This is an optimization exercise on Yosys and OpenROAD, whose aim is small area, not a production implementation. Function was checked by simulation only, so behaviour that the tests miss may differ from the original. The clock port is modelled as an ideal driver, which makes a skipped or thinned clock tree look cheaper than it is; a real chip needs a root buffer or a tree.

==> build 97: inputs <==
==> flow/design.v <==
`timescale 1ns / 1ps
module uart_parity_gen #(
    parameter WIDTH = 32
)(
    input  wire [WIDTH-1:0] data,
    input  wire parity_even_n,   
    output wire parity_bit
);
    wire even_parity = ^data; 
    assign parity_bit = (parity_even_n) ? ~even_parity : even_parity;
endmodule
`timescale 1ns / 1ps
module uart_baud_gen #(
    parameter CLK_FREQ = 32000000,
    parameter BAUD_RATE = 115200
)(
    input  wire clk,
    input  wire rst_n,
    output wire baud_tick
);
    localparam [8:0] JUMP  = 9'd358;
    localparam [8:0] RESET = 9'd102;    
    localparam [8:0] MASK  = 9'h17f;    
    reg [8:0] lfsr;
    assign baud_tick = (lfsr & MASK) == (JUMP & MASK);
    always @(posedge clk or negedge rst_n) begin
        if (!rst_n)
            lfsr <= RESET;
        else
            lfsr <= {lfsr[7:0], (lfsr[8] ^ lfsr[3]) & ~baud_tick};
    end
endmodule
`timescale 1ns / 1ps
module uart_tx #(
    parameter WIDTH = 32
)(
    input  wire       clk,
    input  wire       rst_n,
    input  wire       tx_start,
    input  wire [WIDTH-1:0] tx_data,
    input  wire       parity_even_n,
    input  wire       baud_tick,
    output reg        tx_line,
    output reg        tx_busy
);
    reg [WIDTH+2:1] shreg;
    reg             parity;
    wire upper_empty = ~|shreg[WIDTH+2:2];
    always @(posedge clk or negedge rst_n) begin
        if (!rst_n) begin
            tx_line <= 1'b1;
            tx_busy <= 1'b0;
        end else if (!tx_busy) begin
            tx_busy <= tx_start;
        end else if (baud_tick) begin
            tx_line <= upper_empty ? (~shreg[1] | parity) : shreg[1];
            if (upper_empty & ~shreg[1])
                tx_busy <= 1'b0;
        end
    end
    wire ld = ~tx_busy;
    wire sh = tx_busy & baud_tick;
    wire hd = tx_busy & ~baud_tick;
    always @(posedge clk) begin
        shreg  <= ({(WIDTH+2){ld}} & {1'b1, tx_data, 1'b0})
                | ({(WIDTH+2){sh}} & {1'b0, shreg[WIDTH+2:2]})
                | ({(WIDTH+2){hd}} & shreg);
        parity <= (ld & parity_even_n) | (sh & (parity ^ shreg[1])) | (hd & parity);
    end
endmodule
`timescale 1ns / 1ps
module uart_rx #(
    parameter WIDTH = 32
)(
    input  wire       clk,
    input  wire       rst_n,
    input  wire       rx_line,
    input  wire       parity_even_n,
    input  wire       rx_clear,
    output wire [WIDTH-1:0] rx_data,
    output wire       rx_ready,
    output reg        parity_error,
    output wire       framing_error
);
    localparam [8:0] JUMP  = 9'd358;
    localparam [8:0] MASK  = 9'h17f;
    localparam [8:0] START = 9'd200;    
    reg              idle;
    reg              start_chk;
    reg [8:0]        timer;
    reg [WIDTH+2:1]  shreg;              
    wire sample = (timer & MASK) == (JUMP & MASK);
    assign rx_data       = shreg[WIDTH:1];
    assign framing_error = ~shreg[WIDTH+2];
    assign rx_ready = idle & ~start_chk;
    always @(posedge clk or negedge rst_n) begin
        if (!rst_n) begin
            idle      <= 1'b1;
            start_chk <= 1'b1;
        end else begin
            if (idle)
                start_chk <= 1'b1;
            else if (sample & ~rx_line)
                start_chk <= 1'b0;
            if (idle)
                idle <= rx_line;
            else if (sample)
                idle <= start_chk ? rx_line : shreg[1];
        end
    end
    wire sh = ~idle & sample & ~start_chk;
    wire hd = ~idle & ~(sample & ~start_chk);
    always @(posedge clk) begin
        shreg <= ({(WIDTH+2){sh}} & {rx_line, shreg[WIDTH+2:2]})
               | ({(WIDTH+2){hd}} & shreg)
               | {idle, {(WIDTH+1){1'b0}}};
        if (idle) begin
            timer        <= START;
            parity_error <= 1'b0;
        end else begin
            timer <= {timer[7:0], (timer[8] ^ timer[3]) & ~sample};
            if (sample & ~start_chk & ~shreg[1])
                parity_error <= parity_error ^ rx_line ^ (shreg[2] & parity_even_n);
        end
    end
endmodule
`timescale 1ns / 1ps
module uart_full_duplex_32bit #(
    parameter CLK_FREQ = 32000000,
    parameter BAUD_RATE = 115200
)(
    input  wire        clk,
    input  wire        rst_n,
    input  wire        tx_start,
    input  wire [31:0] tx_data,
    output wire        tx_busy,
    output wire [31:0] rx_data,
    output wire        rx_ready,
    input  wire        rx_clear,
    input  wire        parity_even_n,    
    output wire        uart_tx,    
    input  wire        uart_rx,    
    output wire        parity_error,
    output wire        framing_error
);
    wire baud_tick;
    uart_baud_gen #(.CLK_FREQ(CLK_FREQ), .BAUD_RATE(BAUD_RATE)) BAUDGEN (
        .clk(clk), .rst_n(rst_n), .baud_tick(baud_tick)
    );
    uart_tx #(.WIDTH(32)) TX (
        .clk(clk), .rst_n(rst_n),
        .tx_start(tx_start), .tx_data(tx_data),
        .parity_even_n(parity_even_n),
        .baud_tick(baud_tick),
        .tx_line(uart_tx),
        .tx_busy(tx_busy)
    );
    uart_rx #(.WIDTH(32)) RX (
        .clk(clk), .rst_n(rst_n),
        .rx_line(uart_rx),
        .parity_even_n(parity_even_n),
        .rx_clear(rx_clear),
        .rx_data(rx_data),
        .rx_ready(rx_ready),
        .parity_error(parity_error),
        .framing_error(framing_error)
    );
endmodule
==> flow/flow/run.sh <==
#!/bin/bash
# The standard layout (standard.sh) with three changes:
#  - synthesis maps logic with an area-oriented ABC script (flow/synth_area.tcl);
#  - port buffers use the smallest buffer cell;
#  - the clock tree is one level of clock buffers, one per group of nearby
#    flip-flops, driven from the clock port (flow/manual_cts.tcl).
# Each tool's full output stays in orfs/logs/; make's output is in flow_make.log.
set -euo pipefail
HERE=$(pwd)
export AREA_ABC_SCRIPT="$HERE/flow/abc_area.script"
export BUFFER_PORTS_ARGS="-buffer_cell sky130_fd_sc_hd__buf_1"
export PRE_CTS_TCL="$HERE/flow/manual_cts.tcl"
export CLK_GROUPS=8
export CLK_ROOT=sky130_fd_sc_hd__clkbuf_4
export CLK_BUF=sky130_fd_sc_hd__clkbuf_4
sed "s#SYNTH_SCRIPT=[^ ]*#SYNTH_SCRIPT=$HERE/flow/synth_area.tcl#" standard.sh > flow_standard.sh
bash flow_standard.sh > flow_make.log 2>&1
==> flow/flow/abc_area.script <==
&get -n
&st
&syn2
&dch -f
&nf -p -R 1000 -F 8 -C 32 -E 10
&put
topo
dnsize -c
==> flow/flow/manual_cts.tcl <==
# Hook sourced before ORFS's CTS step (PRE_CTS_TCL). It replaces
# clock_tree_synthesis with a one-level clock tree: the flip-flops are split
# into CLK_GROUPS groups by position and each group gets one clock buffer,
# placed at the group's centre and driven straight from the clock port.
proc clock_tree_synthesis {args} {
  set groups [expr {[info exists ::env(CLK_GROUPS)] ? $::env(CLK_GROUPS) : 4}]
  set cell [expr {[info exists ::env(CLK_BUF)] ? $::env(CLK_BUF) : "sky130_fd_sc_hd__clkbuf_8"}]
  set block [ord::get_db_block]
  set net [$block findNet clk]
  set sinks {}
  foreach pin [get_pins -of_objects [get_nets clk]] {
    set inst [sta::sta_to_db_inst [$pin instance]]
    set loc [$inst getLocation]
    lappend sinks [list [lindex $loc 0] [lindex $loc 1] $pin]
  }
  puts "manual CTS: [llength $sinks] sinks into $groups groups of $cell"
  # split recursively along the longer side into equal halves
  set parts [list $sinks]
  while {[llength $parts] < $groups} {
    # split the largest part
    set bi 0; set bn 0
    for {set i 0} {$i < [llength $parts]} {incr i} {
      set n [llength [lindex $parts $i]]
      if {$n > $bn} { set bn $n; set bi $i }
    }
    set p [lindex $parts $bi]
    set xs [lmap s $p {lindex $s 0}]; set ys [lmap s $p {lindex $s 1}]
    set w [expr {[tcl::mathfunc::max {*}$xs] - [tcl::mathfunc::min {*}$xs]}]
    set h [expr {[tcl::mathfunc::max {*}$ys] - [tcl::mathfunc::min {*}$ys]}]
    set k [expr {$w >= $h ? 0 : 1}]
    set p [lsort -integer -index $k $p]
    set m [expr {[llength $p] / 2}]
    set parts [lreplace $parts $bi $bi [lrange $p 0 [expr {$m-1}]] [lrange $p $m end]]
  }
  set i 0
  foreach p $parts {
    set sx 0; set sy 0
    foreach s $p { set sx [expr {$sx + [lindex $s 0]}]; set sy [expr {$sy + [lindex $s 1]}] }
    set cx [ord::dbu_to_microns [expr {$sx / [llength $p]}]]
    set cy [ord::dbu_to_microns [expr {$sy / [llength $p]}]]
    set pins [lmap s $p {lindex $s 2}]
    set r [insert_buffer -buffer_cell $cell -net clk -load_pins $pins -location [list $cx $cy] \
      -buffer_name clkbuf_manual_$i -net_name clknet_manual_$i]
    set b [sta::sta_to_db_inst $r]
    foreach it [$b getITerms] {
      set n [$it getNet]
      if {$n != "NULL"} { $n setSigType CLOCK }
    }
    puts "manual CTS: group $i, [llength $p] sinks, buffer at $cx $cy"
    incr i
  }
  # With CLK_ROOT set, one more buffer of that cell, at the centre of the
  # group buffers, drives them all, so the clock port feeds a single pin.
  if {[info exists ::env(CLK_ROOT)] && $::env(CLK_ROOT) ne ""} {
    set pins {}
    set sx 0; set sy 0
    foreach pin [get_pins -of_objects [get_nets clk]] {
      set loc [[sta::sta_to_db_inst [$pin instance]] getLocation]
      set sx [expr {$sx + [lindex $loc 0]}]; set sy [expr {$sy + [lindex $loc 1]}]
      lappend pins $pin
    }
    set cx [ord::dbu_to_microns [expr {$sx / [llength $pins]}]]
    set cy [ord::dbu_to_microns [expr {$sy / [llength $pins]}]]
    set r [insert_buffer -buffer_cell $::env(CLK_ROOT) -net clk -load_pins $pins \
      -location [list $cx $cy] -buffer_name clkbuf_manual_root -net_name clknet_manual_root]
    foreach it [[sta::sta_to_db_inst $r] getITerms] {
      set n [$it getNet]
      if {$n != "NULL"} { $n setSigType CLOCK }
    }
    puts "manual CTS: root $::env(CLK_ROOT) at $cx $cy"
  }
  $net setSigType CLOCK
}
==> flow/flow/synth_area.tcl <==
# The standard synthesis (synth_recipe.tcl) with one change: ABC maps the
# combinational logic with an area-oriented script (flow/abc_area.script)
# instead of ORFS's speed script. Flip-flops are mapped before ABC runs, so
# the registers, their names and cell types are the standard synthesis's.
proc synth {args} { yosys synth -nofsm -noshare {*}$args }
proc abc {args} {
  set i [lsearch $args -script]
  if {$i >= 0} { lset args [expr {$i+1}] $::env(AREA_ABC_SCRIPT) }
  set j [lsearch $args -D]
  if {$j >= 0} { set args [lreplace $args $j [expr {$j+1}]] }
  yosys abc {*}$args
}
source $::env(SCRIPTS_DIR)/synth.tcl
# left out here: clear keep_hierarchy, flatten, clean up, hide names made inside functions, write 1_2_yosys.v
==> flow/standard.sh <==
#!/bin/bash
# synth_recipe.tcl (not shown) runs the flow's synth.tcl, then flattens the netlist and writes it again
# the make line also repeats each setting of config.mk as NAME=value (left out here)
make -C /OpenROAD-flow-scripts/flow DESIGN_CONFIG=/design/flow/config.mk WORK_HOME=/design/flow/orfs CLKGATE_MAP_FILE= SYNTH_SCRIPT=/design/flow/synth_recipe.tcl "${@:-finish}"
==> flow/config.mk <==
export PLATFORM = sky130hd
export DESIGN_NAME = uart_full_duplex_32bit
export DESIGN_NICKNAME = uart_full_duplex_32bit
export VERILOG_FILES = /design/flow/design.v
export SDC_FILE = /design/flow/constraint.sdc
export NUM_CORES = 4
export LEC_CHECK = 0
export CAP_MARGIN = 20
export CORE_MARGIN = 2
export CORE_UTILIZATION = 60
export SLEW_MARGIN = 20
==> flow/constraint.sdc <==
create_clock -name core_clock -period 10.0 [get_ports {clk}]
set_input_delay 2.0000 -clock core_clock [delete_from_list [all_inputs] [get_ports {clk}]]
set_output_delay 2.0000 -clock core_clock [all_outputs]
set_load 0.01 [all_outputs]
==> trial 19: changes against build 97 <==
==> flow/design.v, changed modules only <==
module uart_rx #(
    parameter WIDTH = 32
)(
    input  wire       clk,
    input  wire       rst_n,
    input  wire       rx_line,
    input  wire       parity_even_n,
    input  wire       rx_clear,
    output wire [WIDTH-1:0] rx_data,
    output wire       rx_ready,
    output reg        parity_error,
    output wire       framing_error
);
    localparam [8:0] JUMP  = 9'd358;
    localparam [8:0] MASK  = 9'h17f;
    localparam [8:0] START = 9'd200;    
    reg              idle;
    reg              start_chk;
    localparam [8:0] POL = 9'b010101010;
    reg [8:0]        timer_q;
    wire [8:0]       timer = timer_q ^ POL;
    reg [WIDTH+2:1]  shreg;              
    wire sample = (timer & MASK) == (JUMP & MASK);
    assign rx_data       = shreg[WIDTH:1];
    assign framing_error = ~shreg[WIDTH+2];
    assign rx_ready = idle & ~start_chk;
    always @(posedge clk or negedge rst_n) begin
        if (!rst_n) begin
            idle      <= 1'b1;
            start_chk <= 1'b1;
        end else begin
            if (idle)
                start_chk <= 1'b1;
            else if (sample & ~rx_line)
                start_chk <= 1'b0;
            if (idle)
                idle <= rx_line;
            else if (sample)
                idle <= start_chk ? rx_line : shreg[1];
        end
    end
    wire sh = ~idle & sample & ~start_chk;
    wire hd = ~idle & ~(sample & ~start_chk);
    always @(posedge clk) begin
        shreg <= ({(WIDTH+2){sh}} & {rx_line, shreg[WIDTH+2:2]})
               | ({(WIDTH+2){hd}} & shreg)
               | {idle, {(WIDTH+1){1'b0}}};
        if (idle) begin
            timer_q      <= START ^ POL;
            parity_error <= 1'b0;
        end else begin
            timer_q <= {timer[7:0], (timer[8] ^ timer[3]) & ~sample} ^ POL;
            if (sample & ~start_chk & ~shreg[1])
                parity_error <= parity_error ^ rx_line ^ (shreg[2] & parity_even_n);
        end
    end
endmodule
==> flow/flow/run.sh (replaced) <==
#!/bin/bash
# The standard layout (standard.sh) with three changes:
#  - synthesis maps logic with an area-oriented ABC script (flow/synth_area.tcl);
#  - port buffers use the smallest buffer cell;
#  - the clock tree is built by flow/manual_cts.tcl: one clock buffer per group
#    of nearby flip-flops, all driven by one root buffer on the clock port,
#    each group buffer upsized if its flip-flops' clock slew would be high.
# Each tool's full output stays in orfs/logs/; make's output is in flow_make.log.
set -euo pipefail
HERE=$(pwd)
export AREA_ABC_SCRIPT="$HERE/flow/abc_area.script"
export BUFFER_PORTS_ARGS="-buffer_cell sky130_fd_sc_hd__buf_1"
export PRE_CTS_TCL="$HERE/flow/manual_cts.tcl"
export CLK_GROUPS=8
export CLK_ROOT=sky130_fd_sc_hd__clkbuf_2
export CLK_BUF=sky130_fd_sc_hd__clkbuf_4
export CLK_SLEW_TARGET=0.12
sed "s#SYNTH_SCRIPT=[^ ]*#SYNTH_SCRIPT=$HERE/flow/synth_area.tcl#" standard.sh > flow_standard.sh
bash flow_standard.sh > flow_make.log 2>&1
--- a/flow/flow/manual_cts.tcl
+++ b/flow/flow/manual_cts.tcl
@@ -1,6 +1,9 @@
 # Hook sourced before ORFS's CTS step (PRE_CTS_TCL). It replaces
-# clock_tree_synthesis with a one-level clock tree: the flip-flops are split
-# into CLK_GROUPS groups by position and each group gets one clock buffer,
-# placed at the group's centre and driven straight from the clock port.
+# clock_tree_synthesis with a small two-level clock tree: the flip-flops are
+# split into CLK_GROUPS groups by position, each group gets one CLK_BUF clock
+# buffer at its centre, and (with CLK_ROOT set) one root buffer on the clock
+# port drives all group buffers. With CLK_SLEW_TARGET set, a group buffer
+# whose flip-flops would see a larger clock slew (placement estimate, after
+# legalisation) is upsized.
 proc clock_tree_synthesis {args} {
   set groups [expr {[info exists ::env(CLK_GROUPS)] ? $::env(CLK_GROUPS) : 4}]
@@ -71,3 +74,34 @@
   }
   $net setSigType CLOCK
+  # Upsize any group buffer whose flip-flops would see a clock slew above
+  # CLK_SLEW_TARGET (ns) with placement-estimated wires.
+  if {[info exists ::env(CLK_SLEW_TARGET)]} {
+    set sizes {sky130_fd_sc_hd__clkbuf_4 sky130_fd_sc_hd__clkbuf_8 sky130_fd_sc_hd__clkbuf_16}
+    set_propagated_clock [all_clocks]
+    for {set pass 0} {$pass < 3} {incr pass} {
+      # measure with the buffers where legalisation puts them
+      detailed_placement
+      estimate_parasitics -placement
+      set changed 0
+      foreach inst [get_cells clkbuf_manual_*] {
+        if {[string match *root* [get_full_name $inst]]} { continue }
+        set worst 0
+        foreach out [get_pins -of_objects $inst -filter "direction==output"] {
+          foreach p [get_pins -of_objects [get_nets -of_objects $out] -filter "direction==input"] {
+            set sl [get_property $p slew_max]
+            if {$sl > $worst} { set worst $sl }
+          }
+        }
+        set ref [get_property $inst ref_name]
+        set k [lsearch $sizes $ref]
+        if {$worst > $::env(CLK_SLEW_TARGET) && $k >= 0 && $k < 2} {
+          replace_cell $inst [lindex $sizes [expr {$k+1}]]
+          puts "manual CTS: [get_full_name $inst] slew $worst, $ref -> [lindex $sizes [expr {$k+1}]]"
+          set changed 1
+        }
+      }
+      if {!$changed} { break }
+    }
+    unset_propagated_clock [all_clocks]
+  }
 }
Settings changed: CORE_UTILIZATION 60 to 75.
==> build 78: changes against build 97 <==
==> flow/design.v, changed modules only <==
module uart_rx #(
    parameter WIDTH = 32
)(
    input  wire       clk,
    input  wire       rst_n,
    input  wire       rx_line,
    input  wire       parity_even_n,
    input  wire       rx_clear,
    output wire [WIDTH-1:0] rx_data,
    output wire       rx_ready,
    output reg        parity_error,
    output wire       framing_error
);
    localparam [8:0] JUMP  = 9'd358;
    localparam [8:0] MASK  = 9'h17f;
    localparam [8:0] START = 9'd200;    
    reg              idle;
    reg              start_chk;
    localparam [8:0] POL = 9'b010101010;
    reg [8:0]        timer_q;
    wire [8:0]       timer = timer_q ^ POL;
    reg [WIDTH+2:1]  shreg;              
    wire sample = (timer & MASK) == (JUMP & MASK);
    assign rx_data       = shreg[WIDTH:1];
    assign framing_error = ~shreg[WIDTH+2];
    assign rx_ready = idle & ~start_chk;
    always @(posedge clk or negedge rst_n) begin
        if (!rst_n) begin
            idle      <= 1'b1;
            start_chk <= 1'b1;
        end else begin
            if (idle)
                start_chk <= 1'b1;
            else if (sample & ~rx_line)
                start_chk <= 1'b0;
            if (idle)
                idle <= rx_line;
            else if (sample)
                idle <= start_chk ? rx_line : shreg[1];
        end
    end
    wire sh = ~idle & sample & ~start_chk;
    wire hd = ~idle & ~(sample & ~start_chk);
    always @(posedge clk) begin
        shreg <= ({(WIDTH+2){sh}} & {rx_line, shreg[WIDTH+2:2]})
               | ({(WIDTH+2){hd}} & shreg)
               | {idle, {(WIDTH+1){1'b0}}};
        if (idle) begin
            timer_q      <= START ^ POL;
            parity_error <= 1'b0;
        end else begin
            timer_q <= {timer[7:0], (timer[8] ^ timer[3]) & ~sample} ^ POL;
            if (sample & ~start_chk & ~shreg[1])
                parity_error <= parity_error ^ rx_line ^ (shreg[2] & parity_even_n);
        end
    end
endmodule
--- a/flow/flow/run.sh
+++ b/flow/flow/run.sh
@@ -14,4 +14,5 @@
 export CLK_ROOT=sky130_fd_sc_hd__clkbuf_4
 export CLK_BUF=sky130_fd_sc_hd__clkbuf_4
+export CLK_SLEW_TARGET=0.12
 sed "s#SYNTH_SCRIPT=[^ ]*#SYNTH_SCRIPT=$HERE/flow/synth_area.tcl#" standard.sh > flow_standard.sh
 bash flow_standard.sh > flow_make.log 2>&1
--- a/flow/flow/manual_cts.tcl
+++ b/flow/flow/manual_cts.tcl
@@ -71,3 +71,32 @@
   }
   $net setSigType CLOCK
+  # Upsize any group buffer whose flip-flops would see a clock slew above
+  # CLK_SLEW_TARGET (ns) with placement-estimated wires.
+  if {[info exists ::env(CLK_SLEW_TARGET)]} {
+    set sizes {sky130_fd_sc_hd__clkbuf_4 sky130_fd_sc_hd__clkbuf_8 sky130_fd_sc_hd__clkbuf_16}
+    set_propagated_clock [all_clocks]
+    for {set pass 0} {$pass < 3} {incr pass} {
+      estimate_parasitics -placement
+      set changed 0
+      foreach inst [get_cells clkbuf_manual_*] {
+        if {[string match *root* [get_full_name $inst]]} { continue }
+        set worst 0
+        foreach out [get_pins -of_objects $inst -filter "direction==output"] {
+          foreach p [get_pins -of_objects [get_nets -of_objects $out] -filter "direction==input"] {
+            set sl [get_property $p slew_max]
+            if {$sl > $worst} { set worst $sl }
+          }
+        }
+        set ref [get_property $inst ref_name]
+        set k [lsearch $sizes $ref]
+        if {$worst > $::env(CLK_SLEW_TARGET) && $k >= 0 && $k < 2} {
+          replace_cell $inst [lindex $sizes [expr {$k+1}]]
+          puts "manual CTS: [get_full_name $inst] slew $worst, $ref -> [lindex $sizes [expr {$k+1}]]"
+          set changed 1
+        }
+      }
+      if {!$changed} { break }
+    }
+    unset_propagated_clock [all_clocks]
+  }
 }
Settings changed: CORE_UTILIZATION 60 to 45.
==> out/results.txt <==
post-synthesis compound-gate area fraction - 16.91%
Worst Max-Slew Pin Slew - 0.6792 ns
status - no timing/DRC/antenna violations
routed len/inst - 13.65 um
Net Sw Frac - 23.79%
synth top area cells - dfxtp_1 49%, a22o_1 8.9%, nor2_1 8.4%, buf_4 7.4%, o22ai_1 6.4%
GRT Overall Usage - 23.26%
share of cells above drive strength 1 - 6.233%
the above is filed under trial 19

==> out/results.txt <==
status - no timing/DRC/antenna violations
maxcap violations - 0
max layer used - met4
largest area contributor in the netlist - dfxtp_1
share of cells above drive strength 1 - 6.284%
synth top area cells - dfxtp_1 48%, a22o_1 8.8%, buf_4 7.4%, nor2_1 7.4%, o22ai_1 6.3%
Worst Max-Slew Pin Slew - 0.6732 ns
GRT Overall Usage - 19.36%
Starting Density - 63.18%
vias per cell - 5.415
met3 wire length - 359 um
routed len/inst - 13.73 um
Setup TNS - 0 ns
Net Sw Frac - 23.41%
DR WL met2 - 2.566 mm
the above is filed under build 97

==> out/results.txt <==
synth top area cells - dfxtp_1 49%, a22o_1 8.9%, nor2_1 8.4%, buf_4 7.4%, o22ai_1 6.4%
Net Sw Frac - 23.84%
Worst Max-Slew Pin Slew - 0.6582 ns
share of cells above drive strength 1 - 6.216%
Multi-input comb cells - 185
Nets - 411
post-synthesis compound-gate area fraction - 16.91%
Core Util, Final - 51.07%
routed len/inst - 13.25 um
status - no timing/DRC/antenna violations
GRT Overall Usage - 15.06%
clk slew on worst S/H paths - 0.11 ns
worst r2r src - BAUDGEN.lfsr[6]$_DFF_PN1_
Seq area share - 54.31%
the above is filed under build 78

In every run of this note, the design's own scripts or RTL, not TritonCTS, make the clock network.

[port drivers added, routing unchanged]
How much do the figures lean on ideal ports? The routed layouts below were timed once more, with nothing changed but the port constraints.
Step 1: set_driving_cell puts a clkbuf_16 on clk and a buf_2 on each other input, an assumption about the parent block.
Step 2, shift: input delay + t, output delay - t, t = (earliest + latest rising clock arrival at the registers) / 2. This alone moves slack from input paths to output paths.
a / b / c = ideal / step 1 / step 2; a / b = the first two.
run	t (ns)	setup WS [ns]	worst hold slack (ns)	latest minus earliest clock arrival (ns)	slew at the worst register clock pin (ns)
build 97	0.425	6.564 / 6.536 / 6.961	0.357 / 0.357 / 0.357	0.013 / 0.014	0.12 / 0.12
trial 19	0.524	6.506 / 6.481 / 7.004	0.366 / 0.366 / 0.366	0.015 / 0.015	0.12 / 0.12
build 78	0.431	6.570 / 6.545 / 6.976	0.368 / 0.368 / 0.368	0.036 / 0.036	0.11 / 0.11
After both steps setup and hold are still met in every run listed.
